This is an optimization exercise on Yosys and OpenROAD, whose aim is small area, not a production implementation.
In this exercise RTL edits were held to simulation tests only and were not proved equivalent to the original.

==> design/flow/design.v <==
module hex2seg (
   input [3:0] number,            
   output reg [6:0] pattern );    
   always @ (number)
      case(number)
         4'h0:  pattern = 7'b0000001;   
         4'h1:  pattern = 7'b1001111;   
         4'h2:  pattern = 7'b0010010;
         4'h3:  pattern = 7'b0000110;
         4'h4:  pattern = 7'b1001100;
         4'h5:  pattern = 7'b0100100;
         4'h6:  pattern = 7'b0100000;
         4'h7:  pattern = 7'b0001111;
         4'h8:  pattern = 7'b0000000;
         4'h9:  pattern = 7'b0000100;
         4'hA:  pattern = 7'b0001000;
         4'hB:  pattern = 7'b1100000;
         4'hC:  pattern = 7'b0110001;
         4'hD:  pattern = 7'b1000010;
         4'hE:  pattern = 7'b0110000;
         4'hF:  pattern = 7'b0111000;   
      endcase   
endmodule 
module displayInterface (
    input clock,  
    input reset,  
    input [23:0] value,
    input [5:0] dots,
    output reg [7:0] digit,  
    output [7:0] segment     
);
    reg [2:0] count;  
    reg [3:0] hexNumber;  
    reg dot;  
    wire [6:0] pattern;  
    reg clock_slow;  
    reg [10:0] slowedCounter;  
    hex2seg hex2segModule (
        .number (hexNumber),
        .pattern (pattern)
    );
    always @ (posedge clock) begin
        if ( reset == 1'b1 ) begin  
            clock_slow <= 0;
            slowedCounter <= 0;
        end
        else begin
            slowedCounter <= slowedCounter + 11'd1;
            if (slowedCounter == 11'd1000) begin
                slowedCounter <= 0;
                clock_slow <= ~clock_slow;  
            end
        end
    end
    wire slow_tick = (slowedCounter == 11'd1000) && (clock_slow == 1'b0);
    always @ (posedge clock or posedge reset) begin
        if ( reset == 1'b1 ) begin
            count <= 3'd0;
        end
        else if (slow_tick) begin  
            count <= count + 3'd1;
            if (count == 3'd5) begin
                count <= 3'd0;
            end
        end
    end
    always @ (count, value, dots) begin
        case (count)
            3'd0 : begin
                digit <= 8'b11111110;
                hexNumber <= value[3:0];
                dot <= ~dots[0];
            end
            3'd1 : begin
                digit <= 8'b11111101;
                hexNumber <= value[7:4];
                dot <= ~dots[1];
            end
            3'd2 : begin
                digit <= 8'b11111011;
                hexNumber <= value[11:8];
                dot <= ~dots[2];
            end
            3'd3 : begin
                digit <= 8'b11110111;
                hexNumber <= value[15:12];
                dot <= ~dots[3];
            end
            3'd4 : begin
                digit <= 8'b11101111;
                hexNumber <= value[19:16];
                dot <= ~dots[4];
            end
            3'd5 : begin
                digit <= 8'b11011111;
                hexNumber <= value[23:20];
                dot <= ~dots[5];
            end
            default: begin  
                digit <= 8'b11111111;
                hexNumber <= 4'h0;
                dot <= 1'b1;
            end
        endcase
    end
    assign segment = {pattern, dot};  
endmodule
module InputProcessor (
    input new_key,  
    input [4: 0] key_code,  
    output [3: 0] code,  
    output new_value,  
    output new_op,  
    output equal_pressed  
);
localparam [4: 0] EQUAL_CODE = 5'b00001;
wire select;
wire is_op;
assign equal_pressed = (key_code == EQUAL_CODE) ? new_key : 1'b0;
assign select = (key_code[4] == 1'b1);
assign {new_value, is_op} = select ? {new_key, 1'b0} : {1'b0, new_key};
assign new_op = is_op & ~equal_pressed;
assign code = key_code[3: 0];
endmodule
module DisplayUpdate (
    input clock,
    input reset,  
    input load,  
    input [23: 0] load_val,  
    input new_digit,  
    input [3: 0] code,  
    input new_op,
    output reg [23: 0] X,  
    output reg [2: 0] digit_count  
);
wire [23: 0] new_X;
wire [23: 0] shifted_X;
wire [23: 0] proc_X;
reg [2: 0] new_digit_count;
wire max_digits;
wire value_to_add;
always @ (posedge clock or posedge reset) begin
    if (reset == 1'b1)
        X <= 0;
    else
        X <= new_X;
end
assign shifted_X = {X[19: 0], code};
assign proc_X = (new_digit == 1'b1 && max_digits == 1'b0) ? shifted_X : X;
assign new_X = (new_op == 1'b1) ? 24'd0 : (load == 1'b1) ? load_val : proc_X;
always @ (posedge clock or posedge reset) begin
    if (reset == 1'b1)
        digit_count <= 0;
    else
        digit_count <= new_digit_count;
end
always @ (load, value_to_add, digit_count) begin
    if (load == 1'b1) begin
        new_digit_count = 3'd0;
    end
    else begin
        new_digit_count = digit_count + value_to_add;
    end
end
assign max_digits = (digit_count == 3'd6);
assign value_to_add = (new_digit == 1'b1) ? (max_digits == 1'b1 ? 1'b0 : 1'b1) : 0;
endmodule
module Y_Update (
    input wire clk,              
    input wire reset,            
    input wire load,  
  input wire [23:0] X,  
  output reg [23:0] Y  
);
    always @(posedge clk or posedge reset) begin
        if (reset) begin
            Y <= 24'b0;  
        end else if (load) begin
            Y <= X;  
        end
    end
endmodule
module Operation_Update (
    input wire clk,       
    input wire reset,         
    input wire new_op,  
  input wire [3:0] code, 
  output reg [3:0] OP  
);
  wire [3:0] selected_op; 
    assign selected_op = (new_op) ? code : OP;
    always @(posedge clk or posedge reset) begin
        if (reset) begin
          OP <= 4'b00;  
        end else begin
            OP <= selected_op;  
        end
    end
endmodule
module Arithmetic_Block (
    input wire clk,    
    input wire reset,  
  input wire [23:0] X,  
  input wire [23:0] Y, 
  input wire [3:0] OP, 
  output reg [23:0] result,  
    output wire overflow  
);
  localparam [3: 0] MULTIPLY_CODE = 4'b0010;
  localparam [3: 0] PLUS_CODE = 4'b1010;
  wire [23:0] add_result, mul_result;  
  wire [23:0] selected_result; 
    assign add_result = X + Y;
    assign mul_result = X * Y;
    assign selected_result = (OP == PLUS_CODE) ? add_result : 
                             (OP == MULTIPLY_CODE) ? mul_result : 
                             24'b0;  
    always @(posedge clk or posedge reset) begin
        if (reset) begin
            result <= 24'b0;  
        end else begin
            result <= selected_result;  
        end
    end
    assign overflow = (selected_result > 24'hFFFFFF);
endmodule
module calculator (
    input         clk,       
    input         reset,     
    input         newkey,    
    input  [4:0]  keycode,   
    output [23:0] value,     
    output [7:0]  digit,     
    output [7:0]  segment    
);
    wire [3:0] code, OP;
    wire new_value, new_op, equal_pressed;
    wire [23:0] X, Y, R;
    assign value = X;
    InputProcessor inputProc (
        .new_key(newkey),
        .key_code(keycode),
        .code(code),
        .new_value(new_value),
        .new_op(new_op),
        .equal_pressed(equal_pressed)
    );
    DisplayUpdate dispUp (
        .clock(clk),
        .reset(reset),
        .load(equal_pressed),
        .load_val(R),
        .new_digit(new_value),
        .code(code),
        .new_op(new_op),
        .X(X),
        .digit_count()
    );
    Y_Update YReg (
        .clk(clk),
        .reset(reset),
        .load(new_op),
        .X(X),
        .Y(Y)
    );
    Operation_Update OpReg (
        .clk(clk),
        .reset(reset),
        .new_op(new_op),
        .code(code),
        .OP(OP)
    );
    Arithmetic_Block arithmetic (
        .clk(clk),
        .reset(reset),
        .X(X),
        .Y(Y),
        .OP(OP),
        .result(R),
        .overflow()
    );
    displayInterface disp (
        .clock(clk),
        .reset(reset),
        .value(X),
        .dots(6'b0),
        .digit(digit),
        .segment(segment)
    );
endmodule
==> design/flow/run.sh <==
#!/bin/bash
# synth_recipe.tcl (not shown) runs the flow's synth.tcl, then flattens the netlist and writes it again
# the make line also repeats each setting of config.mk as NAME=value (left out here)
make -C /OpenROAD-flow-scripts/flow DESIGN_CONFIG=/design/flow/config.mk WORK_HOME=/design/flow/orfs CLKGATE_MAP_FILE= SYNTH_SCRIPT=/design/flow/synth_recipe.tcl finish
==> design/flow/config.mk <==
export PLATFORM = sky130hd
export DESIGN_NAME = calculator
export DESIGN_NICKNAME = calculator
export VERILOG_FILES = /design/flow/design.v
export SDC_FILE = /design/flow/constraint.sdc
export NUM_CORES = 4
export LEC_CHECK = 0
export CAP_MARGIN = 20
export CORE_MARGIN = 2
export CORE_UTILIZATION = 40
export SLEW_MARGIN = 20
==> design/flow/constraint.sdc <==
create_clock -name core_clock -period 10.0 [get_ports {clk}]
set_input_delay 2.0000 -clock core_clock [delete_from_list [all_inputs] [get_ports {clk}]]
set_output_delay 2.0000 -clock core_clock [all_outputs]
set_load 0.01 [all_outputs]
==> reports/qor.txt, run 1 <==
Clock Sinks: 94
RePlAce Congestion: 0.8632
Num CTS Buffers: 9
RSZ-0062 raised after global routing: false
post-synthesis register bit count: 94
Total GRT Usage: 22.56%
CTS Buffer Depth: 2
die area: 37750 µm²
Yosys top cell by area: fa_1
Iteration-0 DRC Markers: 921
Post-synth EDFFs: 0
clock skew: 0.008105 ns
dpl hpwl: 30.48 mm
Vias: 11260
Die Ht: 194.3 µm
Fmax: 138.5 MHz
largest net degree at the start of global routing: 75
Synth area leaders: fa_1 30%, dfrtp_1 14%, ha_1 10%
max incr delay on CP: 1.07 ns
grt ovf: 0
Slew Viols, Final: 0
most numerous cell in the Yosys netlist: inv_1
# setup viols final: 0
IO Port Bufs: 44
Worst-path clk slew: 0.08 ns
Core Area: 35660 µm²
Routed WL: 40.96 mm
Fin. Hold Viols: 0
syn_area_per_cell: 8.586 µm²
most common library cells after synthesis: 306 x inv_1, 248 x nand2_1, 214 x fa_1
Post-CTS Resized: 0
post-route ant nets: 0
Rel. slew slack: 27.14%
post-CTS setup buffers: 0
Post-synth top flop: dfrtp_1
crit-path max FO: 24
synth unique cells: 69
fin nets: 2029
WL per Instance: 19.03 µm
vias in the first global route: 11780
Worst Hold Class: flop to flop
sequential area share after synthesis: 15.82%
cell count after placement: 2135
Pre-Repair DR Iteration Count: 5
critical path launch point type: flop
period utilization: 72.18%
status: complete, no violations
Layout fillers: 3489
ys async rst share: 87.23%
Die W: 194.3 µm
Worst Max-Slew Pin Slew: 1.093 ns
# DRC: 0
Cells after Synth: 1687
worst path cell trace: ha_1 -> inv_1 -> fa_1 -> inv_1 -> fa_1 -> inv_1 -> fa_1 -> inv_1 -> ha_1 -> fa_1 -> fa_1 -> inv_1 -> fa_1 -> inv_1 -> ha_1 -> a21o_1 -> a21oi_1 -> nor3b_1 -> a31oi_1 -> a21o_1 -> o21ba_2 -> xor2_1 -> o21ai_0 -> a21oi_1
max_cap viols: 0
Ports: 48
CP endpoint kind: flop
H-tree depth: 3
synthesized cell area: 14490 µm²
global-route wire length before repair: 66.01 mm
Cell Rows: 69
TritonCTS clock tree: built
Critical Path AT: 7.44 ns
initial core utilization: 40.63%
via density per instance: 5.231
YS warnings: 6
post-synth top area share: 29.58%
CTS root buffer: clkbuf_16
worst setup path category: flop to flop
Finished Layout Cells: 2152
Worst-Skew Late Latency: 0.36 ns
initial antenna violation count: 1
share of cells above drive strength 1: 3.785%
dpl ws: 2.832 ns
Setup TNS: 0 ns
hold_buf cts: 0
Crit path required time: 10.22 ns
final worst slack: 2.782 ns
ant diodes: 0
Area growth syn-to-layout: 8.266%
slowest CP cell: dfrtp_1
minimum clock period: 7.218 ns
stage by stage:
stage / hold WS (ns) / cell area (µm²) / utilization, %
floorplan: 0.4257 / 14490 / -
global placement: 0.4636 / 15370 / 43.10
detailed placement: 0.4728 / 15370 / 43.10
CTS: 0.4951 / 15680 / 43.97
global route: 0.4986 / 15680 / 43.98
finish: 0.4850 / 15680 / 43.98
routing by layer:
metal	GRT usage (%)	part of all wire, %	vias to the layer above
met5	0	0	-
li1	-	-	5151
met1	31.89	44	5585
met4	6.553	2.6	0
met2	36.69	46	446
met3	2.481	7.0	76
flip-flops by register name, summed over array words and instances (netlist names):
| name | cells |
|---|---|
| YReg.Y | 24 |
| arithmetic.result | 24 |
| dispUp.X | 24 |
| disp.slowedCounter | 11 |
| OpReg.OP | 4 |
| disp.count | 3 |
| dispUp.digit_count | 3 |
| disp.clock_slow | 1 |
final timing paths:
kind                       cells past startpoint                               to                            from  slack, ns
max in group asynchronous                      3         dispUp.X[11]$_DFFE_PP0P_                           reset       6.93
hold reg to reg                                2          dispUp.X[1]$_DFFE_PP0P_  arithmetic.result[1]$_DFF_PP0_       0.48
setup / recovery                              24  arithmetic.result[22]$_DFF_PP0_         dispUp.X[5]$_DFFE_PP0P_       2.78
min in group asynchronous                      2           YReg.Y[21]$_DFFE_PP0P_                           reset       1.89
hold / removal                                 2          dispUp.X[1]$_DFFE_PP0P_  arithmetic.result[1]$_DFF_PP0_       0.48
setup reg to reg                              24  arithmetic.result[22]$_DFF_PP0_         dispUp.X[5]$_DFFE_PP0P_       2.78
layout make-up:
cell class                 instances  area [µm²]  share of cell area [%]
clock buffer                       9       225.2                   1.436
clock inverter                     7       86.33                  0.5505
inverter                         306        1150                   7.332
multi-input combinational       1208       10740                   68.49
sequential                        94        2292                   14.62
tap                              461       576.8                   3.678
timing repair buffer              67       610.6                   3.893
cell families after synthesis:
kind of cell | Yosys count | synth area share (%)
muxes | 15 | 1.157
other | 1 | 0.02589
DFF | 94 | 15.82
AOI/OAI and AO/OA | 196 | 8.716
xor gates and xnor gates | 90 | 5.692
buffers and inverters | 387 | 10.15
adders and majority gates | 335 | 40.03
and+or+nand+nor | 569 | 18.41
cells in the final DEF, fill, tap and decap left out, drive strengths merged, types with 10 or more instances in the layout:
cell type / instances
and2: 166
inv: 309
o21a: 11
xor2: 24
dfxtp: 12
fa: 214
nand2: 250
nor2b: 11
clkdlybuf4s50: 44
buf: 23
mux2i: 10
ha: 121
dfrtp: 82
xnor2: 65
a21oi: 62
o21ai: 50
nor2: 105
a21o: 11
worst max-delay path: cells and delay by family, from the launching register on:
kind / cells / cell delay [ns]
compound gates: 7 / 1.36
xor+xnor: 1 / 0.13
fa+ha+maj: 9 / 3.69
buf+inv: 6 / 0.36
flops: 1 / 1.07
simple gates: 1 / 0.46
==> run 2, diff against run 1 <==
==> design/flow/design.v (replaced) <==
module hex2seg (
   input [3:0] number,            
   output reg [6:0] pattern );    
   always @ (number)
      case(number)
         4'h0:  pattern = 7'b0000001;   
         4'h1:  pattern = 7'b1001111;   
         4'h2:  pattern = 7'b0010010;
         4'h3:  pattern = 7'b0000110;
         4'h4:  pattern = 7'b1001100;
         4'h5:  pattern = 7'b0100100;
         4'h6:  pattern = 7'b0100000;
         4'h7:  pattern = 7'b0001111;
         4'h8:  pattern = 7'b0000000;
         4'h9:  pattern = 7'b0000100;
         4'hA:  pattern = 7'b0001000;
         4'hB:  pattern = 7'b1100000;
         4'hC:  pattern = 7'b0110001;
         4'hD:  pattern = 7'b1000010;
         4'hE:  pattern = 7'b0110000;
         4'hF:  pattern = 7'b0111000;   
      endcase   
endmodule 
module calculator (
    input         clk,       
    input         reset,     
    input         newkey,    
    input  [4:0]  keycode,   
    output [23:0] value,     
    output [7:0]  digit,     
    output [7:0]  segment    
);
    wire key_digit = newkey & keycode[4];
    wire key_eq    = newkey & (keycode == 5'h01);
    wire key_op    = newkey & ~keycode[4] & (keycode[3:0] != 4'h1);
    reg [23:0] X;        
    reg [23:0] Y;        
    reg [23:0] R;        
    reg        op_add;   
    reg        op_mul;   
    reg [2:0]  dcnt;     
    reg [4:0]  step;     
    assign value = X;
    wire full = (dcnt == 3'd6);
    always @(posedge clk or posedge reset) begin
        if (reset)
            X <= 24'd0;
        else if (key_op)
            X <= 24'd0;
        else if (key_eq)
            X <= R;
        else if (key_digit & ~full)
            X <= {X[19:0], keycode[3:0]};
    end
    always @(posedge clk or posedge reset) begin
        if (reset)
            dcnt <= 3'd0;
        else if (key_eq)
            dcnt <= 3'd0;
        else if (key_digit & ~full)
            dcnt <= dcnt + 3'd1;
    end
    always @(posedge clk or posedge reset) begin
        if (reset) begin
            op_add <= 1'b0;
            op_mul <= 1'b0;
        end else if (key_op) begin
            op_add <= (keycode[3:0] == 4'hA);
            op_mul <= (keycode[3:0] == 4'h2);
        end
    end
    always @(posedge clk)
        if (key_op)
            Y <= X;
    wire run = ~(step[4] & step[3]);
    always @(posedge clk or posedge reset) begin
        if (reset)
            step <= 5'd0;
        else if (newkey)
            step <= 5'd0;
        else if (run)
            step <= step + 5'd1;
    end
    wire ybit = Y[5'd23 - step];
    wire [23:0] opa = op_add ? Y : {R[22:0], 1'b0};
    wire [23:0] opb = (op_add | (op_mul & ybit)) ? X : 24'd0;
    always @(posedge clk)
        if (run)
            R <= opa + opb;
    reg [10:0] div;      
    reg [2:0]  dsel;     
    wire tick = (div == 11'd1000);
    always @(posedge clk or posedge reset) begin
        if (reset)
            div <= 11'd0;
        else if (div == 11'd2001)
            div <= 11'd0;
        else
            div <= div + 11'd1;
    end
    always @(posedge clk or posedge reset) begin
        if (reset)
            dsel <= 3'd0;
        else if (tick)
            dsel <= (dsel == 3'd5) ? 3'd0 : dsel + 3'd1;
    end
    reg [3:0] nib;
    reg [7:0] dig;
    always @* begin
        case (dsel)
            3'd0: begin dig = 8'b11111110; nib = X[3:0];   end
            3'd1: begin dig = 8'b11111101; nib = X[7:4];   end
            3'd2: begin dig = 8'b11111011; nib = X[11:8];  end
            3'd3: begin dig = 8'b11110111; nib = X[15:12]; end
            3'd4: begin dig = 8'b11101111; nib = X[19:16]; end
            3'd5: begin dig = 8'b11011111; nib = X[23:20]; end
            default: begin dig = 8'b11111111; nib = 4'h0; end
        endcase
    end
    assign digit = dig;
    wire [6:0] pattern;
    hex2seg h2s (.number(nib), .pattern(pattern));
    assign segment = {pattern, 1'b1};
endmodule
==> run 2 against run 1 <==
Against the previous run: count of clock-buffer cells in the layout increased by 3; hold slack improved by 0.0085 ns; highest routed layer unchanged; global-route usage decreased by 2.3 points; routed wire length decreased by 61%; clock skew about the same; critical path type is now flop to output pin; setup slack improved by 1.7 ns; maximum frequency increased by 31%; design area decreased by 56%; critical path depth decreased by 14; core utilization increased by 3.3 points.
==> reports/qor.txt, run 2 <==
most frequent cells in the layout: 48 x edfxtp_1, 48 x dfrtp_1, 44 x clkdlybuf4s50_1, 39 x inv_1, 37 x ha_1 (was 305 x inv_1, 248 x nand2_1, 214 x fa_1, 166 x and2_1, 121 x ha_1)
fin nets: 643 (was 2029)
clock skew: 0.008110 ns (was 0.008105 ns)
Buf+Inv Stages, Crit Path: 2 (was 6)
sequential area share after synthesis: 43.64% (was 15.82%)
global-route wire length before repair: 25.15 mm (was 66.01 mm)
post-synth top area share: 23.80% (was 29.58%)
RSZ-0062 raised after global routing: false (unchanged)
Area growth syn-to-layout: 14.36% (was 8.266%)
Post-synth top flop: edfxtp_1 (was dfrtp_1)
Core Area: 14640 µm² (was 35660 µm²)
Num CTS Buffers: 9 (unchanged)
WL per Instance: 20.24 µm (was 19.03 µm)
synthesized cell area: 6056 µm² (was 14490 µm²)
Yosys top cell by area: edfxtp_1 (was fa_1)
initial core utilization: 41.35% (was 40.63%)
worst setup path category: flop to output pin (was flop to flop)
# DRC: 0 (unchanged)
Crit path required time: 8.00 ns (was 10.22 ns)
Post-CTS Resized: 0 (unchanged)
Crit Reg-Reg Startpoint: step[0]$_DFFE_PP0P_ (was dispUp.X[5]$_DFFE_PP0P_)
ant diodes: 0 (unchanged)
period utilization: 55.17% (was 72.18%)
minimum clock period: 5.517 ns (was 7.218 ns)
Cells after Synth: 563 (was 1687)
crit-path max FO: 14 (was 24)
Critical Path AT: 3.52 ns (was 7.44 ns)
CTS Buffer Depth: 2 (unchanged)
worst r2r dst: R[20]$_DFFE_PN_ (was arithmetic.result[22]$_DFF_PP0_)
post-synthesis register bit count: 96 (was 94)
Vias: 4587 (was 11260)
IO Port Bufs: 44 (unchanged)
R2R depth: 14 (was 24)
hold path startpoint: R[23]$_DFFE_PN_ (was arithmetic.result[1]$_DFF_PP0_)
Fin. Hold Viols: 0 (unchanged)
Worst-path clk slew: 0.07 ns (was 0.08 ns)
Routed WL: 15.91 mm (was 40.96 mm)
Rel. slew slack: 26.75% (was 27.14%)
Synth area leaders: edfxtp_1 24%, dfrtp_1 20%, ha_1 7.6% (was fa_1 30%, dfrtp_1 14%, ha_1 10%)
die area: 16140 µm² (was 37750 µm²)
Fmax: 181.3 MHz (was 138.5 MHz)
max_cap viols: 0 (unchanged)
Total GRT Usage: 20.28% (was 22.56%)
worst path cell trace: and2_1 -> ha_1 -> a22o_1 -> a211oi_1 -> inv_1 -> ha_1 -> nand2b_1 -> a21boi_0 -> o22ai_1 -> clkdlybuf4s50_1 (was ha_1 -> inv_1 -> fa_1 -> inv_1 -> fa_1 -> inv_1 -> fa_1 -> inv_1 -> ha_1 -> fa_1 -> fa_1 -> inv_1 -> fa_1 -> inv_1 -> ha_1 -> a21o_1 -> a21oi_1 -> nor3b_1 -> a31oi_1 -> a21o_1 -> o21ba_2 -> xor2_1 -> o21ai_0 -> a21oi_1)
syn_area_per_cell: 10.76 µm² (was 8.586 µm²)
Die Ht: 127.0 µm (was 194.3 µm)
Clock Sinks: 96 (was 94)
TritonCTS clock tree: built (unchanged)
share of cells above drive strength 1: 13.12% (was 3.785%)
via density per instance: 5.836 (was 5.231)
Iteration-0 DRC Markers: 415 (was 921)
most common library cells after synthesis: 48 x dfrtp_1, 48 x edfxtp_1, 42 x inv_1 (was 306 x inv_1, 248 x nand2_1, 214 x fa_1)
status: complete, no violations (unchanged)
vias in the first global route: 4540 (was 11780)
H-tree depth: 3 (unchanged)
CP top delay family: compound AO/OA/AOI/OAI gates (was adder cells)
synth unique cells: 69 (unchanged)
Worst Hold Class: flop to flop (unchanged)
Layout fillers: 1349 (was 3489)
slowest CP cell: a211oi_1 (was dfrtp_1)
Setup TNS: 0 ns (unchanged)
Hold Path End: X[23]$_DFFE_PP0P_ (was dispUp.X[1]$_DFFE_PP0P_)
initial antenna violation count: 0 (was 1)
Worst Max-Slew Pin Slew: 1.096 ns (was 1.093 ns)
Ports: 48 (unchanged)
post-route ant nets: 0 (unchanged)
largest net degree at the start of global routing: 49 (was 75)
RePlAce Congestion: 0.8929 (was 0.8632)
Die W: 127.0 µm (was 194.3 µm)
YS warnings: 2 (was 6)
Pre-Repair DR Iteration Count: 8 (was 5)
max incr delay on CP: 0.56 ns (was 1.07 ns)
Worst Hold Slack: 0.4935 ns (was 0.4850 ns)
dpl hpwl: 11.10 mm (was 30.48 mm)
Post-synth EDFFs: 48 (was 0)
critical path launch point type: flop (unchanged)
hold_buf cts: 0 (unchanged)
R2R Setup Slk: 5.30 ns (was 2.78 ns)
most used cell, CP: ha_1
largest registers: R x24, X x24, Y x24 (was YReg.Y x24, arithmetic.result x24, dispUp.X x24)
grt ovf: 0 (unchanged)
Slew Viols, Final: 0 (unchanged)
WHS Path Cells: 2 (unchanged)
CP endpoint kind: output pin (was flop)
Worst-Skew Late Latency: 0.35 ns (was 0.36 ns)
# setup viols final: 0 (unchanged)
Cell Rows: 44 (was 69)
ys async rst share: 50.00% (was 87.23%)
CTS root buffer: clkbuf_16 (unchanged)
origin of the worst setup path: dsel[0]$_DFFE_PP0N_ (was dispUp.X[5]$_DFFE_PP0P_)
post-CTS setup buffers: 0 (unchanged)
==> run 2: cell count changes after synthesis, sizes merged, moves of 69 or more <==
cell,before,now
fa,214,1
inv,306,42
and2,166,27
nand2,250,29
nor2,105,36
ha,121,37
==> run 2: how the worst max path moves through the flow <==
| stage | end | slack, ns | cells past startpoint |
|---|---|---|---|
| 2_1_floorplan | segment[2] | 5.53 | 11 |
| 3_3_place_gp | segment[2] | 4.97 | 10 |
| 3_5_place_dp | segment[2] | 4.84 | 10 |
| 4_1_cts | segment[2] | 4.44 | 10 |
| 5_1_grt | segment[1] | 4.15 | 10 |
| 6_report | segment[2] | 4.48 | 10 |
==> run 2: layout make-up <==
cell class                      instances  area, µm²  share of cell area (%)
Multi-Input combinational cell        401       3122                   45.08
Sequential cell                        96       2643                   38.16
Timing Repair Buffer                   47      462.9                   6.685
Clock buffer                           12      256.5                   3.704
Tap cell                              184      230.2                   3.324
Inverter                               42      160.2                   2.313
Clock inverter                          4      51.30                  0.7407
==> run 2: through the flow <==
stage	setup slack [ns]	util, %	instance area [µm²]	std cells
2_1_floorplan	5.526	-	6063	565
3_3_place_gp	4.968	45.17	6615	770
3_5_place_dp	4.836	45.19	6618	770
4_1_cts	4.444	47.29	6925	786
5_1_grt	4.147	47.29	6925	786
6_report	4.483	47.29	6925	786
==> run 2: cells by family (layout without fill, tap and decap cells) <==
| kind of cell | Yosys count | after routing | synth area share, % |
|---|---|---|---|
| AOI/OAI and AO/OA | 137 | 137 | 16.65 |
| DFF | 96 | 96 | 43.64 |
| adders and majority gates | 38 | 38 | 7.975 |
| xor gates and xnor gates | 30 | 30 | 4.339 |
| muxes | 39 | 39 | 8.327 |
| buffers and inverters | 68 | 105 | 5.000 |
| other | 1 | 3 | 0.06192 |
| and+or+nand+nor | 154 | 154 | 14.01 |
==> run 2: layer usage <==
layer	wire [µm]	vias up	track usage (%)
met5	0	-	0
met4	274	0	5.947
met3	964	25	4.355
met2	7336	144	31.50
met1	7333	2273	28.73
li1	-	2145	-
==> run 2: worst min-delay path, stage by stage, from the launching register on <==
cell and delay (ns):
edfxtp_1 0.32, a222oi_1 0.08, inv_1 0.05
==> run 3, diff against run 2 <==
--- a/design/flow/design.v
+++ b/design/flow/design.v
@@ -72,48 +72,69 @@
     always @(posedge clk)
         if (key_op)
             Y <= X;
-    wire run = ~(step[4] & step[3]);
+    wire done  = step[4] & step[3];
+    wire first = (step == 5'd0);
+    wire [23:0] yrev;
+    genvar gr;
+    generate
+        for (gr = 0; gr < 24; gr = gr + 1) begin : rev
+            assign yrev[gr] = Y[23 - gr];
+        end
+    endgenerate
+    wire ybit  = yrev[step];
     always @(posedge clk or posedge reset) begin
         if (reset)
             step <= 5'd0;
         else if (newkey)
             step <= 5'd0;
-        else if (run)
+        else if (~done)
             step <= step + 5'd1;
     end
-    wire ybit = Y[5'd23 - step];
-    wire [23:0] opa = op_add ? Y : {R[22:0], 1'b0};
-    wire [23:0] opb = (op_add | (op_mul & ybit)) ? X : 24'd0;
+    wire a_sh = ~op_add & ~first & ~done;         
+    wire a_hd = op_add ? ~first : done;           
+    wire b_x  = op_add ? first : (~done & op_mul & ybit);
+    wire b_y  = op_add & (step == 5'd1);
+    wire [23:0] opa = ({24{a_sh}} & {R[22:0], 1'b0}) | ({24{a_hd}} & R);
+    wire [23:0] opb = ({24{b_x}} & X) | ({24{b_y}} & Y);
+    wire [23:0] sum;
+    wire [24:0] cy;
+    assign cy[0] = 1'b0;
+    genvar gi;
+    generate
+        for (gi = 0; gi < 24; gi = gi + 1) begin : rca
+            assign sum[gi]  = opa[gi] ^ opb[gi] ^ cy[gi];
+            assign cy[gi+1] = (opa[gi] & opb[gi]) | (cy[gi] & (opa[gi] ^ opb[gi]));
+        end
+    endgenerate
     always @(posedge clk)
-        if (run)
-            R <= opa + opb;
-    reg [10:0] div;      
+        R <= sum;
+    localparam [10:0] DIV_RESET = 11'd298;
+    localparam [10:0] DIV_TICK  = 11'd438;
+    reg [10:0] div;
     reg [2:0]  dsel;     
-    wire tick = (div == 11'd1000);
+    wire tick = (div == DIV_TICK);
     always @(posedge clk or posedge reset) begin
         if (reset)
-            div <= 11'd0;
-        else if (div == 11'd2001)
-            div <= 11'd0;
+            div <= DIV_RESET;
         else
-            div <= div + 11'd1;
+            div <= {div[9:0], ~(div[10] ^ div[1] ^ tick)};
     end
     always @(posedge clk or posedge reset) begin
         if (reset)
-            dsel <= 3'd0;
+            dsel <= 3'b000;
         else if (tick)
-            dsel <= (dsel == 3'd5) ? 3'd0 : dsel + 3'd1;
+            dsel <= {dsel[1:0], ~dsel[2]};
     end
     reg [3:0] nib;
     reg [7:0] dig;
     always @* begin
         case (dsel)
-            3'd0: begin dig = 8'b11111110; nib = X[3:0];   end
-            3'd1: begin dig = 8'b11111101; nib = X[7:4];   end
-            3'd2: begin dig = 8'b11111011; nib = X[11:8];  end
-            3'd3: begin dig = 8'b11110111; nib = X[15:12]; end
-            3'd4: begin dig = 8'b11101111; nib = X[19:16]; end
-            3'd5: begin dig = 8'b11011111; nib = X[23:20]; end
+            3'b000: begin dig = 8'b11111110; nib = X[3:0];   end
+            3'b001: begin dig = 8'b11111101; nib = X[7:4];   end
+            3'b011: begin dig = 8'b11111011; nib = X[11:8];  end
+            3'b111: begin dig = 8'b11110111; nib = X[15:12]; end
+            3'b110: begin dig = 8'b11101111; nib = X[19:16]; end
+            3'b100: begin dig = 8'b11011111; nib = X[23:20]; end
             default: begin dig = 8'b11111111; nib = 4'h0; end
         endcase
     end
==> run 3 against run 2 <==
Against the previous run: now fails the layout checks on setup timing; maximum frequency down 45%; core utilization increased by 1.4 points; die area shrank 12%; clock skew hardly changed; non-clock buffer count rose by 28; critical path depth grew 20; synthesized cell count is 17% lower; highest routed layer unchanged.
==> reports/qor.txt, run 3 <==
global-route wire length before repair: 22.69 mm (was 25.15 mm)
initial core utilization: 40.53% (was 41.35%)
Total GRT Usage: 20.58% (was 20.28%)
synth unique cells: 57 (was 69)
most frequent cells in the layout: 44 x clkdlybuf4s50_1, 43 x dfrtp_1, 35 x inv_1, 30 x a21oi_1, 29 x buf_4 (was 48 x edfxtp_1, 48 x dfrtp_1, 44 x clkdlybuf4s50_1, 39 x inv_1, 37 x ha_1)
critical path launch point type: flop (unchanged)
Yosys top cell by area: dfrtp_1 (was edfxtp_1)
RePlAce Congestion: 0.8866 (was 0.8929)
Ports: 48 (unchanged)
post-synth top area share: 20.68% (was 23.80%)
Routed WL: 13.85 mm (was 15.91 mm)
Iteration-0 DRC Markers: 324 (was 415)
Worst-Skew Late Latency: 0.34 ns (was 0.35 ns)
post-route ant nets: 0 (unchanged)
Worst-path clk slew: 0.07 ns (about the same)
Critical Path AT: 10.28 ns (was 3.52 ns)
Layout fillers: 1181 (was 1349)
Worst Hold Slack: 0.3745 ns (was 0.4935 ns)
CTS root buffer: clkbuf_16 (unchanged)
ant diodes: 0 (unchanged)
max_cap viols: 0 (unchanged)
YS warnings: 2 (unchanged)
Buf+Inv Stages, Crit Path: 2 (unchanged)
syn_area_per_cell: 11.33 µm² (was 10.76 µm²)
commonest non-fill, non-tap cell in the layout: clkdlybuf4s50_1
largest net degree at the start of global routing: 49 (unchanged)
Area growth syn-to-layout: 20.21% (was 14.36%)
synthesized cell area: 5325 µm² (was 6056 µm²)
clock skew: 0.008346 ns (was 0.008110 ns)
Failed Checks: setup timing
max incr delay on CP: 0.48 ns (was 0.56 ns)
WL per Instance: 19.74 µm (was 20.24 µm)
slowest CP cell: mux4_2 (was a211oi_1)
area of the multi-input gates: 2666 µm² (was 3122 µm²)
post-synthesis register bit count: 96 (unchanged)
period utilization: 100.6% (was 55.17%)
CP endpoint kind: flop (was output pin)
Metal-1 WL: 6.052 mm (was 7.333 mm)
fin nets: 563 (was 643)
crit-path max FO: 5 (was 14)
Cells after Synth: 470 (was 563)
grt ovf: 0 (unchanged)
Die W: 119.4 µm (was 127.0 µm)
TritonCTS clock tree: built (unchanged)
initial antenna violation count: 0 (unchanged)
Synth area leaders: dfrtp_1 21%, edfxtp_1 14%, dfxtp_1 9.0% (was edfxtp_1 24%, dfrtp_1 20%, ha_1 7.6%)
share of cells above drive strength 1: 21.10% (was 13.12%)
worst setup path category: flop to flop (was flop to output pin)
most common library cells after synthesis: 44 x dfrtp_1, 36 x inv_1, 30 x a21oi_1 (was 48 x dfrtp_1, 48 x edfxtp_1, 42 x inv_1)
Die Ht: 119.4 µm (was 127.0 µm)
sequential area share after synthesis: 45.21% (was 43.64%)
placed cell area: 6048 µm² (was 6618 µm²)
dpl ws: -0.1411 ns (was 4.836 ns)
final worst slack: -0.06160 ns (was 4.483 ns)
IO Port Bufs: 44 (unchanged)
largest registers: R x24, X x24, Y x24 (unchanged)
# setup viols final: 1 (was 0)
die area: 14250 µm² (was 16140 µm²)
Fin. Hold Viols: 0 (unchanged)
Setup TNS: -0.06160 ns (was 0 ns)
# DRC: 0 (unchanged)
Crit path required time: 10.22 ns (was 8.00 ns)
ys async rst share: 50.00% (unchanged)
via density per instance: 5.660 (was 5.836)
H-tree depth: 3 (unchanged)
R2R Setup Slk: -0.06 ns (was 5.30 ns)
register area: 2409 µm² (was 2643 µm²)
Post-synth top flop: dfrtp_1 (was edfxtp_1)
Vias: 3973 (was 4587)
vias in the first global route: 4008 (was 4540)
CTS Buffer Depth: 2 (unchanged)
Worst path depth: 30 (was 10)
hold_buf cts: 0 (unchanged)
RSZ-0062 raised after global routing: true (was false)
worst r2r dst: R[23]$_DFF_P_ (was R[20]$_DFFE_PN_)
Post-synth EDFFs: 24 (was 48)
Worst Hold Class: flop to flop (unchanged)
Core Area: 13140 µm² (was 14640 µm²)
met2 WL: 6.983 mm (was 7.336 mm)
Crit Reg-Reg Startpoint: step[0]$_DFFE_PP0P_ (unchanged)
fin area: 6401 µm² (was 6925 µm²)
Clock Sinks: 96 (unchanged)
status: finished with violations (was complete, no violations)
uppermost layer routed: met4 (unchanged)
Fmax: 99.39 MHz (was 181.3 MHz)
Cell Rows: 42 (was 44)
R2R depth: 30 (was 14)
CP top delay family: adder cells (was compound AO/OA/AOI/OAI gates)
dpl hpwl: 9.822 mm (was 11.10 mm)
most used cell, CP: fa_2 (was ha_1)
origin of the worst setup path: step[0]$_DFFE_PP0P_ (was dsel[0]$_DFFE_PP0N_)
most numerous cell in the Yosys netlist: dfrtp_1
Pre-Repair DR Iteration Count: 5 (was 8)
minimum clock period: 10.06 ns (was 5.517 ns)
Rel. slew slack: 33.57% (was 26.75%)
Slew Viols, Final: 0 (unchanged)
Setup crit end: R[23]$_DFF_P_ (was segment[2])
Num CTS Buffers: 9 (unchanged)
met3 wire len: 645 µm (was 964 µm)
Worst Max-Slew Pin Slew: 0.9898 ns (was 1.096 ns)
[run 3: how the worst min path moves through the flow]
stage | endpoint | from | cells past startpoint
after floorplan | div[8]$_DFF_PP1_ | div[7]$_DFF_PP0_ | 0
after global placement | div[8]$_DFF_PP1_ | div[7]$_DFF_PP0_ | 0
after detailed placement | div[7]$_DFF_PP0_ | div[6]$_DFF_PP0_ | 0
after CTS | div[8]$_DFF_PP1_ | div[7]$_DFF_PP0_ | 0
after global routing | div[8]$_DFF_PP1_ | div[7]$_DFF_PP0_ | 0
final | div[8]$_DFF_PP1_ | div[7]$_DFF_PP0_ | 0
[run 3: cell type report]
cell class                 instances  area share (%)
tap                              176           3.440
multi-input combinational        303           41.65
sequential                        96           37.63
inverter                          36           2.111
clock buffer                      12           3.694
timing repair buffer              75           10.77
clock inverter                     4          0.7037
[run 3: what timing repair did]
| item | CTS | global route |
|---|---|---|
| endpoints found under the setup margin | 2 | 2 |
| pin swaps | 2 | 2 |
| setup buffers | 1 | 4 |
| gates resized for setup | 6 | 2 |
[run 3: stage by stage]
step / cells / util [%]
floorplan: 472 / -
CTS: 698 / 48.39
global placement: 681 / 46.04
finish: 702 / 48.72
detailed placement: 681 / 46.04
global route: 702 / 48.72
[run 3: metal layers]
layer	GRT usage, %	vias up
met5	0	-
met4	5.588	0
met3	3.305	12
met2	34.63	110
met1	27.69	2011
li1	-	1840
[run 3: worst register-to-register path: cells and delay by family, from the launching register on]
kind                       cells  cell delay [ns]
adders and majority gates     22             7.79
AOI/OAI and AO/OA              3             0.66
muxes                          1             0.48
DFF                            1             0.42
buffers and inverters          2             0.32
xor gates and xnor gates       2             0.27
[run 3: kinds of logic after synthesis]
family	Yosys count	synth area share (%)
buf+inv	73	6.438
other cells	1	0.07042
mux	29	6.391
xor+xnor	7	1.151
fa+ha+maj	34	11.09
compound gates	154	21.76
flops	96	45.21
simple gates	76	7.895
==> run 4, diff against run 3 <==
--- a/design/flow/design.v
+++ b/design/flow/design.v
@@ -1,26 +1,13 @@
-module hex2seg (
-   input [3:0] number,            
-   output reg [6:0] pattern );    
-   always @ (number)
-      case(number)
-         4'h0:  pattern = 7'b0000001;   
-         4'h1:  pattern = 7'b1001111;   
-         4'h2:  pattern = 7'b0010010;
-         4'h3:  pattern = 7'b0000110;
-         4'h4:  pattern = 7'b1001100;
-         4'h5:  pattern = 7'b0100100;
-         4'h6:  pattern = 7'b0100000;
-         4'h7:  pattern = 7'b0001111;
-         4'h8:  pattern = 7'b0000000;
-         4'h9:  pattern = 7'b0000100;
-         4'hA:  pattern = 7'b0001000;
-         4'hB:  pattern = 7'b1100000;
-         4'hC:  pattern = 7'b0110001;
-         4'hD:  pattern = 7'b1000010;
-         4'hE:  pattern = 7'b0110000;
-         4'hF:  pattern = 7'b0111000;   
-      endcase   
-endmodule 
+module hex2seg (input [3:0] number, output [6:0] pattern);
+    wire [3:0] n = number;
+    assign pattern[6] = (n[0]&~n[1]&~n[2]&~n[3]) | (~n[0]&~n[1]&n[2]&~n[3]) | (n[0]&n[1]&~n[2]&n[3]) | (n[0]&~n[1]&n[2]&n[3]);
+    assign pattern[5] = (n[0]&~n[1]&n[2]&~n[3]) | (~n[0]&n[1]&n[2]&~n[3]) | (n[0]&n[1]&~n[2]&n[3]) | (~n[0]&~n[1]&n[2]&n[3]) | (~n[0]&n[1]&n[2]&n[3]) | (n[0]&n[1]&n[2]&n[3]);
+    assign pattern[4] = (~n[0]&n[1]&~n[2]&~n[3]) | (~n[0]&~n[1]&n[2]&n[3]) | (~n[0]&n[1]&n[2]&n[3]) | (n[0]&n[1]&n[2]&n[3]);
+    assign pattern[3] = (n[0]&~n[1]&~n[2]&~n[3]) | (~n[0]&~n[1]&n[2]&~n[3]) | (n[0]&n[1]&n[2]&~n[3]) | (~n[0]&n[1]&~n[2]&n[3]) | (n[0]&n[1]&n[2]&n[3]);
+    assign pattern[2] = (n[0]&~n[1]&~n[2]&~n[3]) | (n[0]&n[1]&~n[2]&~n[3]) | (~n[0]&~n[1]&n[2]&~n[3]) | (n[0]&~n[1]&n[2]&~n[3]) | (n[0]&n[1]&n[2]&~n[3]) | (n[0]&~n[1]&~n[2]&n[3]);
+    assign pattern[1] = (n[0]&~n[1]&~n[2]&~n[3]) | (~n[0]&n[1]&~n[2]&~n[3]) | (n[0]&n[1]&~n[2]&~n[3]) | (n[0]&n[1]&n[2]&~n[3]) | (n[0]&~n[1]&n[2]&n[3]);
+    assign pattern[0] = (~n[0]&~n[1]&~n[2]&~n[3]) | (n[0]&~n[1]&~n[2]&~n[3]) | (n[0]&n[1]&n[2]&~n[3]) | (~n[0]&~n[1]&n[2]&n[3]);
+endmodule
 module calculator (
     input         clk,       
     input         reset,     
@@ -39,7 +26,6 @@
     reg        op_add;   
     reg        op_mul;   
     reg [2:0]  dcnt;     
-    reg [4:0]  step;     
     assign value = X;
     wire full = (dcnt == 3'd6);
     always @(posedge clk or posedge reset) begin
@@ -72,6 +58,8 @@
     always @(posedge clk)
         if (key_op)
             Y <= X;
+    reg  [4:0] step;
+    reg        a_sh, a_hd, b_x, b_y;
     wire done  = step[4] & step[3];
     wire first = (step == 5'd0);
     wire [23:0] yrev;
@@ -90,10 +78,12 @@
         else if (~done)
             step <= step + 5'd1;
     end
-    wire a_sh = ~op_add & ~first & ~done;         
-    wire a_hd = op_add ? ~first : done;           
-    wire b_x  = op_add ? first : (~done & op_mul & ybit);
-    wire b_y  = op_add & (step == 5'd1);
+    always @(posedge clk) begin
+        a_sh <= ~op_add & ~first & ~done;
+        a_hd <= op_add ? ~first : done;
+        b_x  <= op_add ? first : (~done & op_mul & ybit);
+        b_y  <= op_add & (step == 5'd1);
+    end
     wire [23:0] opa = ({24{a_sh}} & {R[22:0], 1'b0}) | ({24{a_hd}} & R);
     wire [23:0] opb = ({24{b_x}} & X) | ({24{b_y}} & Y);
     wire [23:0] sum;
==> run 4 against run 3 <==
Against the previous run: the run now finishes clean; setup slack improved by 0.35 ns; critical path depth decreased by 4; register-to-register slack improved by 0.35 ns; count of clock-buffer cells in the layout decreased by 3; global-route usage increased by 0.30 points; design area decreased by 8.0%; clock skew decreased by 0.0031 ns; cell count decreased by 9.8%; non-clock buffer count decreased by 21; critical path type unchanged.
==> reports/qor.txt, run 4 <==
status: complete, no violations (was finished with violations)
initial core utilization: 41.20% (was 40.53%)
RSZ-0062 raised after global routing: false (was true)
synthesized cell area: 4990 µm² (was 5325 µm²)
global-route wire length before repair: 21.15 mm (was 22.69 mm)
CTS Buffer Depth: 2 (unchanged)
initial antenna violation count: 0 (unchanged)
GRT busiest layer: met2 (unchanged)
Worst Max-Slew Pin Slew: 1.081 ns (was 0.9898 ns)
Crit path required time: 10.24 ns (was 10.22 ns)
placed cell area: 5563 µm² (was 6048 µm²)
share of cells above drive strength 1: 11.40% (was 21.10%)
most frequent cells in the layout: 47 x a22o_1, 44 x dfrtp_1, 44 x clkdlybuf4s50_1, 42 x nand2_1, 28 x dfxtp_1 (was 44 x clkdlybuf4s50_1, 43 x dfrtp_1, 35 x inv_1, 30 x a21oi_1, 29 x buf_4)
largest net degree at the start of global routing: 49 (unchanged)
IO Port Bufs: 44 (unchanged)
sequential area share after synthesis: 49.85% (was 45.21%)
Buf+Inv Stages, Crit Path: 0 (was 2)
Worst Hold Class: flop to flop (unchanged)
met1 GRT Util: 28.00% (was 27.69%)
Pre-Repair DR Iteration Count: 4 (was 5)
die area: 13380 µm² (was 14250 µm²)
# DRC: 0 (unchanged)
Total GRT Usage: 20.88% (was 20.58%)
post-route ant nets: 0 (unchanged)
Clock Sinks: 100 (was 96)
most numerous cell in the Yosys netlist: a22o_1 (was dfrtp_1)
YS warnings: 1 (was 2)
fin nets: 496 (was 563)
synth unique cells: 59 (was 57)
worst setup path category: flop to flop (unchanged)
Vias: 3522 (was 3973)
slowest CP cell: edfxtp_1 (was mux4_2)
Yosys top cell by area: dfrtp_1 (unchanged)
Worst-path clk slew: 0.07 ns (about the same)
Cell Rows: 40 (was 42)
Fmax: 102.9 MHz (was 99.39 MHz)
Layout fillers: 1110 (was 1181)
commonest non-fill, non-tap cell in the layout: a22o_1 (was clkdlybuf4s50_1)
Iteration-0 DRC Markers: 217 (was 324)
clock skew: 0.005285 ns (was 0.008346 ns)
Post-synth top flop: dfrtp_1 (unchanged)
met2 Usage GRT: 33.88% (was 34.63%)
GR met3 Demand/Resource: 6.119% (was 3.305%)
TritonCTS clock tree: built (unchanged)
# setup viols final: 0 (was 1)
ant diodes: 0 (unchanged)
grt ovf: 0 (unchanged)
max incr delay on CP: 0.40 ns (was 0.48 ns)
Post-synth EDFFs: 24 (unchanged)
Worst-Skew Late Latency: 0.35 ns (was 0.34 ns)
Core Area: 12110 µm² (was 13140 µm²)
WL per Instance: 19.94 µm (was 19.74 µm)
Rel. slew slack: 27.85% (was 33.57%)
post-synthesis register bit count: 100 (was 96)
Ports: 48 (unchanged)
Slew Viols, Final: 0 (unchanged)
Die W: 115.7 µm (was 119.4 µm)
Fin. Hold Viols: 0 (unchanged)
Critical Path AT: 9.96 ns (was 10.28 ns)
Area growth syn-to-layout: 17.98% (was 20.21%)
vias in the first global route: 3790 (was 4008)
fin area: 5887 µm² (was 6401 µm²)
Setup TNS: 0 ns (was -0.06160 ns)
post-CTS setup buffers: 0 (was 1)
CP top delay family: adder cells (unchanged)
period utilization: 97.16% (was 100.6%)
most common library cells after synthesis: 47 x a22o_1, 44 x dfrtp_1, 42 x nand2_1 (was 44 x dfrtp_1, 36 x inv_1, 30 x a21oi_1)
Num CTS Buffers: 9 (unchanged)
largest registers: R x24, X x24, Y x24 (unchanged)
most used cell, CP: fa_1 (was fa_2)
CP endpoint kind: flop (unchanged)
minimum clock period: 9.716 ns (was 10.06 ns)
Die Ht: 115.7 µm (was 119.4 µm)
Synth area leaders: dfrtp_1 22%, edfxtp_1 14%, dfxtp_1 11% (was dfrtp_1 21%, edfxtp_1 14%, dfxtp_1 9.0%)
RePlAce Congestion: 0.8013 (was 0.8866)
ys async rst share: 48.00% (was 50.00%)
post-synth top area share: 22.07% (was 20.68%)
Routed WL: 12.62 mm (was 13.85 mm)
syn_area_per_cell: 11.77 µm² (was 11.33 µm²)
critical path launch point type: flop (unchanged)
H-tree depth: 3 (unchanged)
CTS root buffer: clkbuf_16 (unchanged)
crit-path max FO: 2 (was 5)
max_cap viols: 0 (unchanged)
Cells after Synth: 424 (was 470)
via density per instance: 5.564 (was 5.660)
dpl hpwl: 8.595 mm (was 9.822 mm)
==> run 4: final cells by class <==
cell class,count,area [µm²],area share (%)
clock buffer,9,225.2,3.826
tap,168,210.2,3.571
multi-input combinational,284,2326,39.51
clock inverter,7,80.08,1.360
inverter,11,42.54,0.7226
timing repair buffer,54,515.5,8.757
sequential,100,2487,42.25
==> run 4: what timing repair did <==
item,in CTS,in global routing
hold buffers,0,0
hold endpoints to repair,0,0
resized for setup,0,5
endpoints found under the setup margin,0,1
==> run 4: through the flow <==
| stage | utilization, % | hold WS [ns] | setup slack, ns | instances |
|---|---|---|---|---|
| after floorplan | - | 0.3466 | 0.3360 | 426 |
| after CTS | 48.45 | 0.3883 | 0.1029 | 633 |
| final | 48.61 | 0.3865 | 0.2841 | 633 |
| after detailed placement | 45.93 | 0.3617 | 0.1370 | 617 |
| after global routing | 48.61 | 0.3982 | 0.03334 | 633 |
| after global placement | 45.93 | 0.3607 | 0.3109 | 617 |
==> run 4: cell families after synthesis <==
kind of cell | after synthesis | share of synthesized area, %
AND/OR/NAND/NOR | 92 | 8.977
multiplexers | 20 | 5.090
AO/OA/AOI/OAI | 133 | 20.19
buffers and inverters | 42 | 4.037
XOR/XNOR | 7 | 1.229
adder cells (fa/ha/maj) | 29 | 10.56
flip-flops | 100 | 49.85
other | 1 | 0.07515
==> run 4: metal layers <==
metal,part of all wire (%),vias up
li1,-,1640
met1,45,1771
met2,48,96
met3,5.7,15
met4,1.4,0
met5,0,-
==> run 4: final timing paths <==
path / start / endpoint / slack, ns / cells after the start
max in group asynchronous: reset / X[11]$_DFFE_PP0P_ / 7.34 / 2
setup / recovery: Y[0]$_DFFE_PP_ / R[23]$_DFF_P_ / 0.28 / 26
min in group asynchronous: reset / div[4]$_DFF_PP0_ / 2.13 / 2
hold reg to reg: div[7]$_DFF_PP0_ / div[8]$_DFF_PP1_ / 0.39 / 0
setup reg to reg: Y[0]$_DFFE_PP_ / R[23]$_DFF_P_ / 0.28 / 26
hold / removal: div[7]$_DFF_PP0_ / div[8]$_DFF_PP1_ / 0.39 / 0
==> run 4: worst reg2reg max path: cells and delay by family, from the launching register on <==
| family | cells | cell delay (ns) |
|---|---|---|
| AO/OA/AOI/OAI | 1 | 0.22 |
| XOR/XNOR | 2 | 0.27 |
| adder cells (fa/ha/maj) | 23 | 8.71 |
| flip-flops | 1 | 0.40 |
==> run 5, diff against run 4 <==
--- a/design/flow/config.mk
+++ b/design/flow/config.mk
@@ -8,4 +8,5 @@
 export CAP_MARGIN = 20
 export CORE_MARGIN = 2
 export CORE_UTILIZATION = 40
+export CTS_BUF_LIST = sky130_fd_sc_hd__clkbuf_8
 export SLEW_MARGIN = 20
==> run 5 against run 4 <==
Against the previous run: largest cell class unchanged; sequential share of layout area is 0.74 points higher; still clean on timing, DRC and antenna; critical endpoint unchanged; critical path depth unchanged; maximum frequency hardly changed; highest routed layer unchanged; cell count unchanged.
==> reports/qor.txt, run 5 <==
initial antenna violation count: 0 (unchanged)
Finished Layout Cells: 633 (unchanged)
most frequent cells in the layout: 47 x a22o_1, 44 x dfrtp_1, 44 x clkdlybuf4s50_1, 42 x nand2_1, 28 x dfxtp_1 (unchanged)
share of cells above drive strength 1: 11.40% (unchanged)
H-tree depth: 3 (unchanged)
commonest non-fill, non-tap cell in the layout: a22o_1 (unchanged)
Worst-path clk slew: 0.10 ns (was 0.07 ns)
sequential area share after synthesis: 49.85% (unchanged)
post-synthesis register bit count: 100 (unchanged)
Critical Path AT: 9.99 ns (was 9.96 ns)
hold_buf cts: 0 (unchanged)
Routed WL: 12.55 mm (was 12.62 mm)
via density per instance: 5.572 (was 5.564)
final worst slack: 0.2832 ns (was 0.2841 ns)
IO Port Bufs: 44 (unchanged)
Fin. Hold Viols: 0 (unchanged)
Layout fillers: 1124 (was 1110)
Vias: 3527 (was 3522)
max_cap viols: 0 (unchanged)
R2R depth: 26 (unchanged)
Total GRT Usage: 20.85% (was 20.88%)
initial core utilization: 41.20% (unchanged)
WHS Path Cells: 0 (unchanged)
Clock Sinks: 100 (unchanged)
Yosys top cell by area: dfrtp_1 (unchanged)
most common library cells after synthesis: 47 x a22o_1, 44 x dfrtp_1, 42 x nand2_1 (unchanged)
post-route ant nets: 0 (unchanged)
synth unique cells: 59 (unchanged)
die area: 13380 µm² (unchanged)
dpl hpwl: 8.595 mm (unchanged)
most numerous cell in the Yosys netlist: a22o_1 (unchanged)
fin nets: 496 (unchanged)
Worst-Skew Late Latency: 0.38 ns (was 0.35 ns)
Setup TNS: 0 ns (unchanged)
Num CTS Buffers: 9 (unchanged)
CTS root buffer: clkbuf_8 (was clkbuf_16)
grt ovf: 0 (unchanged)
Die W: 115.7 µm (unchanged)
# DRC: 0 (unchanged)
period utilization: 97.17% (was 97.16%)
most used cell, CP: fa_1 (unchanged)
cell count after placement: 617 (unchanged)
slowest CP cell: edfxtp_1 (unchanged)
status: complete, no violations (unchanged)
Worst Hold Class: flop to flop (unchanged)
ant diodes: 0 (unchanged)
post-CTS setup buffers: 0 (unchanged)
Synth area leaders: dfrtp_1 22%, edfxtp_1 14%, dfxtp_1 11% (unchanged)
Area growth syn-to-layout: 15.95% (was 17.98%)
RSZ-0062 raised after global routing: false (unchanged)
clock skew: 0.01162 ns (was 0.005285 ns)
Ports: 48 (unchanged)
WL per Instance: 19.83 µm (was 19.94 µm)
Cell Rows: 40 (unchanged)
utilization after layout: 47.77% (was 48.61%)
largest registers: R x24, X x24, Y x24 (unchanged)
Slew Viols, Final: 0 (unchanged)
synthesized cell area: 4990 µm² (unchanged)
minimum clock period: 9.717 ns (was 9.716 ns)
worst setup path category: flop to flop (unchanged)
Core Area: 12110 µm² (unchanged)
critical path launch point type: flop (unchanged)
RePlAce Congestion: 0.8013 (unchanged)
Cells after Synth: 424 (unchanged)
vias in the first global route: 3788 (was 3790)
Post-synth EDFFs: 24 (unchanged)
ys async rst share: 48.00% (unchanged)
Post-synth top flop: dfrtp_1 (unchanged)
# setup viols final: 0 (unchanged)
post-synth top area share: 22.07% (unchanged)
TritonCTS clock tree: built (unchanged)
dpl ws: 0.1370 ns (unchanged)
YS warnings: 1 (unchanged)
largest net degree at the start of global routing: 49 (unchanged)
max incr delay on CP: 0.41 ns (was 0.40 ns)
Die Ht: 115.7 µm (unchanged)
CTS Buffer Depth: 2 (unchanged)
global-route wire length before repair: 21.20 mm (was 21.15 mm)
Worst Max-Slew Pin Slew: 1.082 ns (was 1.081 ns)
Crit path required time: 10.27 ns (was 10.24 ns)
Rel. slew slack: 27.77% (was 27.85%)
Iteration-0 DRC Markers: 221 (was 217)
Fmax: 102.9 MHz (about the same)
syn_area_per_cell: 11.77 µm² (unchanged)
CP endpoint kind: flop (unchanged)
Pre-Repair DR Iteration Count: 4 (unchanged)
crit-path max FO: 2 (unchanged)
-- run 5: cell counts after synthesis --
No cell type changed its count.
-- run 5: final timing paths --
kind / startpoint / end / slack, ns
max: Y[0]$_DFFE_PP_ / R[23]$_DFF_P_ / 0.28
min: div[7]$_DFF_PP0_ / div[8]$_DFF_PP1_ / 0.39
max reg2reg: Y[0]$_DFFE_PP_ / R[23]$_DFF_P_ / 0.28
min reg2reg: div[7]$_DFF_PP0_ / div[8]$_DFF_PP1_ / 0.39
max in group asynchronous: reset / X[12]$_DFFE_PP0P_ / 7.38
min in group asynchronous: reset / div[4]$_DFF_PP0_ / 2.10
-- run 5: kinds of logic after synthesis --
family / share of synthesized area, %
XOR/XNOR: 1.229
multiplexers: 5.090
buffers and inverters: 4.037
AND/OR/NAND/NOR: 8.977
AO/OA/AOI/OAI: 20.19
adder cells (fa/ha/maj): 10.56
other: 0.07515
flip-flops: 49.85
-- run 5: repair_timing --
| action | CTS | global route |
|---|---|---|
| endpoints found under the hold margin | 0 | 0 |
| setup endpoints to repair | 0 | 1 |
| resized for setup | 0 | 5 |
-- run 5: cell type report --
type	instances	area [µm²]	share of cell area, %
Timing Repair Buffer	54	515.5	8.910
Multi-Input combinational cell	284	2326	40.20
Clock inverter	7	80.08	1.384
Tap cell	168	210.2	3.633
Clock buffer	9	123.9	2.141
Inverter	11	42.54	0.7353
Sequential cell	100	2487	42.99
-- run 5: through the flow --
stage | cell area, µm² | hold slack [ns]
after global routing | 5786 | 0.4039
after CTS | 5767 | 0.3949
final | 5786 | 0.3928
after floorplan | 4997 | 0.3466
after detailed placement | 5563 | 0.3617
after global placement | 5563 | 0.3607
-- run 5: critical path: cells and delay by family, from the launching register on --
family                     cells  cell delay (ns)
AOI/OAI and AO/OA              1             0.22
DFF                            1             0.41
adders and majority gates     23             8.70
xor gates and xnor gates       2             0.27
-- run 5: routing by layer --
metal / GRT usage (%) / part of all wire, %
met2: 33.76 / 48
met3: 5.910 / 5.3
met5: 0 / 0
met1: 28.00 / 46
met4: 5.000 / 0.92
==> run 6, diff against run 5 <==
==> design/flow/flow/run.sh (new file) <==
#!/bin/bash
cp standard.sh standard_copy.log
export BUFFER_PORTS_ARGS="-buffer_cell sky130_fd_sc_hd__buf_1"
export RECOVER_POWER=100
bash standard.sh > standard.log 2>&1
==> design/flow/standard.sh (new file) <==
#!/bin/bash
# synth_recipe.tcl (not shown) runs the flow's synth.tcl, then flattens the netlist and writes it again
# the make line also repeats each setting of config.mk as NAME=value (left out here)
make -C /OpenROAD-flow-scripts/flow DESIGN_CONFIG=/design/flow/config.mk WORK_HOME=/design/flow/orfs CLKGATE_MAP_FILE= SYNTH_SCRIPT=/design/flow/synth_recipe.tcl "${@:-finish}"
removed: design/flow/run.sh
==> run 6 against run 5 <==
Against the previous run: the layout now fails its checks (capacitance limit, slew limit); register-to-register slack lost 0.04 ns; highest routed layer unchanged; critical endpoint unchanged; critical path depth is the same; die area did not move; non-clock buffer count is the same; synthesized area is the same; core utilization shrank 2.5 points; first-iteration DRC count is 8.1% higher; maximum frequency is 0.36% lower.
==> reports/qor.txt, run 6 <==
status: finished with violations (was complete, no violations)
Failed Checks: capacitance limit, slew limit
# DRC: 0 (unchanged)
CP endpoint kind: flop (unchanged)
grt ovf: 0 (unchanged)
vias in the first global route: 3536 (was 3788)
Layout fillers: 1172 (was 1124)
IO Port Bufs: 44 (unchanged)
sequential area share after synthesis: 49.85% (unchanged)
Setup TNS: 0 ns (unchanged)
most common library cells after synthesis: 47 x a22o_1, 44 x dfrtp_1, 42 x nand2_1 (unchanged)
post-synthesis register bit count: 100 (unchanged)
area of the multi-input gates: 2295 µm² (was 2326 µm²)
synthesized cell area: 4990 µm² (unchanged)
post-synth top area share: 22.07% (unchanged)
Total GRT Usage: 19.16% (was 20.85%)
worst r2r dst: R[23]$_DFF_P_ (unchanged)
Worst Max-Slew Pin Slew: 2.208 ns (was 1.082 ns)
hold path startpoint: div[6]$_DFF_PP0_ (was div[7]$_DFF_PP0_)
RePlAce Congestion: 0.8180 (was 0.8013)
most used cell, CP: fa_1 (unchanged)
period utilization: 97.52% (was 97.17%)
CTS Buffer Depth: 2 (unchanged)
H-tree depth: 3 (unchanged)
Rel. slew slack: -47.99% (was 27.77%)
most frequent cells in the layout: 47 x a22o_1, 44 x dfrtp_1, 43 x buf_1, 42 x nand2_1, 30 x o21ai_0 (was 47 x a22o_1, 44 x dfrtp_1, 44 x clkdlybuf4s50_1, 42 x nand2_1, 28 x dfxtp_1)
Die Ht: 115.7 µm (unchanged)
ant diodes: 0 (unchanged)
Synth area leaders: dfrtp_1 22%, edfxtp_1 14%, dfxtp_1 11% (unchanged)
Post-synth EDFFs: 24 (unchanged)
global-route wire length before repair: 19.44 mm (was 21.20 mm)
YS warnings: 1 (unchanged)
initial antenna violation count: 0 (unchanged)
Slew Viols, Final: 78 (was 0)
Crit path required time: 10.27 ns (about the same)
Vias: 3564 (was 3527)
Routed WL: 12.00 mm (was 12.55 mm)
Cell Rows: 40 (unchanged)
Pre-Repair DR Iteration Count: 6 (was 4)
crit-path max FO: 2 (unchanged)
share of cells above drive strength 1: 8.817% (was 11.40%)
Die W: 115.7 µm (unchanged)
R2R Setup Slk: 0.25 ns (was 0.28 ns)
Worst-path clk slew: 0.10 ns (about the same)
largest registers: R x24, X x24, Y x24 (unchanged)
max incr delay on CP: 0.41 ns (about the same)
Yosys top cell by area: dfrtp_1 (unchanged)
Core Area: 12110 µm² (unchanged)
dpl hpwl: 8.359 mm (was 8.595 mm)
Cells after Synth: 424 (unchanged)
ys async rst share: 48.00% (unchanged)
largest net degree at the start of global routing: 49 (unchanged)
WHS Path Cells: 0 (unchanged)
register area: 2487 µm² (unchanged)
fin nets: 496 (unchanged)
Clock Sinks: 100 (unchanged)
Fmax: 102.5 MHz (was 102.9 MHz)
Worst Hold Slack: 0.3900 ns (was 0.3928 ns)
WL per Instance: 18.96 µm (was 19.83 µm)
initial core utilization: 41.20% (unchanged)
RSZ-0062 raised after global routing: false (unchanged)
Iteration-0 DRC Markers: 239 (was 221)
slowest CP cell: edfxtp_1 (unchanged)
critical path launch point type: flop (unchanged)
max_cap viols: 2 (was 0)
hold_buf cts: 0 (unchanged)
synth unique cells: 59 (unchanged)
Ports: 48 (unchanged)
most numerous cell in the Yosys netlist: a22o_1 (unchanged)
commonest non-fill, non-tap cell in the layout: a22o_1 (unchanged)
run 6: changes by cell type in the layout (fill, tap and decap cells not counted), sizes merged:
cell and change:
inv +1, bufinv +1, clkdlybuf4s50 -44, clkbuf +4, buf +40, clkinv -2
run 6: worst max path at each step:
stage / endpoint / start / slack (ns)
finish: R[23]$_DFF_P_ / Y[0]$_DFFE_PP_ / 0.25
global route: R[23]$_DFF_P_ / b_x$_DFF_P_ / 0.009
CTS: R[23]$_DFF_P_ / Y[0]$_DFFE_PP_ / 0.15
floorplan: R[23]$_DFF_P_ / b_x$_DFF_P_ / 0.34
global placement: R[23]$_DFF_P_ / b_x$_DFF_P_ / 0.28
detailed placement: R[23]$_DFF_P_ / Y[0]$_DFFE_PP_ / 0.17
run 6: layer usage:
layer  wire [µm]  part of all wire (%)  track usage (%)
met5           0                     0                0
met4         193                   1.6            6.032
met3         575                   4.8            3.870
met2        5797                    48            30.80
met1        5434                    45            26.34
run 6: critical path: cells and delay by family, from the launching register on:
family                     cells  cell delay, ns
AOI/OAI and AO/OA              1            0.22
DFF                            1            0.41
adders and majority gates     23            8.75
xor gates and xnor gates       2            0.28
run 6: per-stage QoR:
step	instances
after floorplan	426
after global placement	616
after detailed placement	616
after CTS	632
after global routing	633
final	633
run 6: logic make-up (layout without fill, tap and decap cells):
logic type      Yosys count  count (layout)  synth area share, %
xor+xnor                  7               7                1.229
buf+inv                  42              81                4.037
flops                   100             100                49.85
mux                      20              20                5.090
simple gates             92              92                8.977
compound gates          133             133                20.19
fa+ha+maj                29              29                10.56
other cells               1               3              0.07515
run 6: cell type report:
cell class              instances  share of cell area, %
clock buffers                   9                  2.257
multi-input cells             284                  41.81
repair buffers                 54                  4.309
well taps                     168                  3.830
flip-flops and latches        100                  45.33
clock inverters                 7                  1.687
inverters                      11                 0.7752

==> port drivers added, routing unchanged <==
How much do the figures lean on ideal ports? The routed layouts below were timed once more, with nothing changed but the port constraints.
Step 1: set_driving_cell puts a clkbuf_16 on clk and a buf_2 on each other input, an assumption about the parent block.
Step 2, shift: input delay + t, output delay - t, t = (earliest + latest rising clock arrival at the registers) / 2. This alone moves slack from input paths to output paths.
Slacks: no drivers / after step 1 / after step 2; pairs: no drivers / after step 1.
run	t (ns)	slack for setup (ns)	clock arrival spread, ns	worst slew at a driven data input, ns
run 1	0.399	2.782 / 2.782 / 2.782	0.010 / 0.009	0.03
run 2	0.388	4.483 / 4.444 / 4.831	0.008 / 0.009	0.03
run 3	0.374	-0.062 / -0.062 / -0.062	0.009 / 0.009	0.03
run 4	0.389	0.284 / 0.284 / 0.284	0.006 / 0.005	0.04
run 5	0.410	0.283 / 0.283 / 0.283	0.012 / 0.012	0.04
run 6	0.401	0.248 / 0.248 / 0.248	0.011 / 0.011	0.03
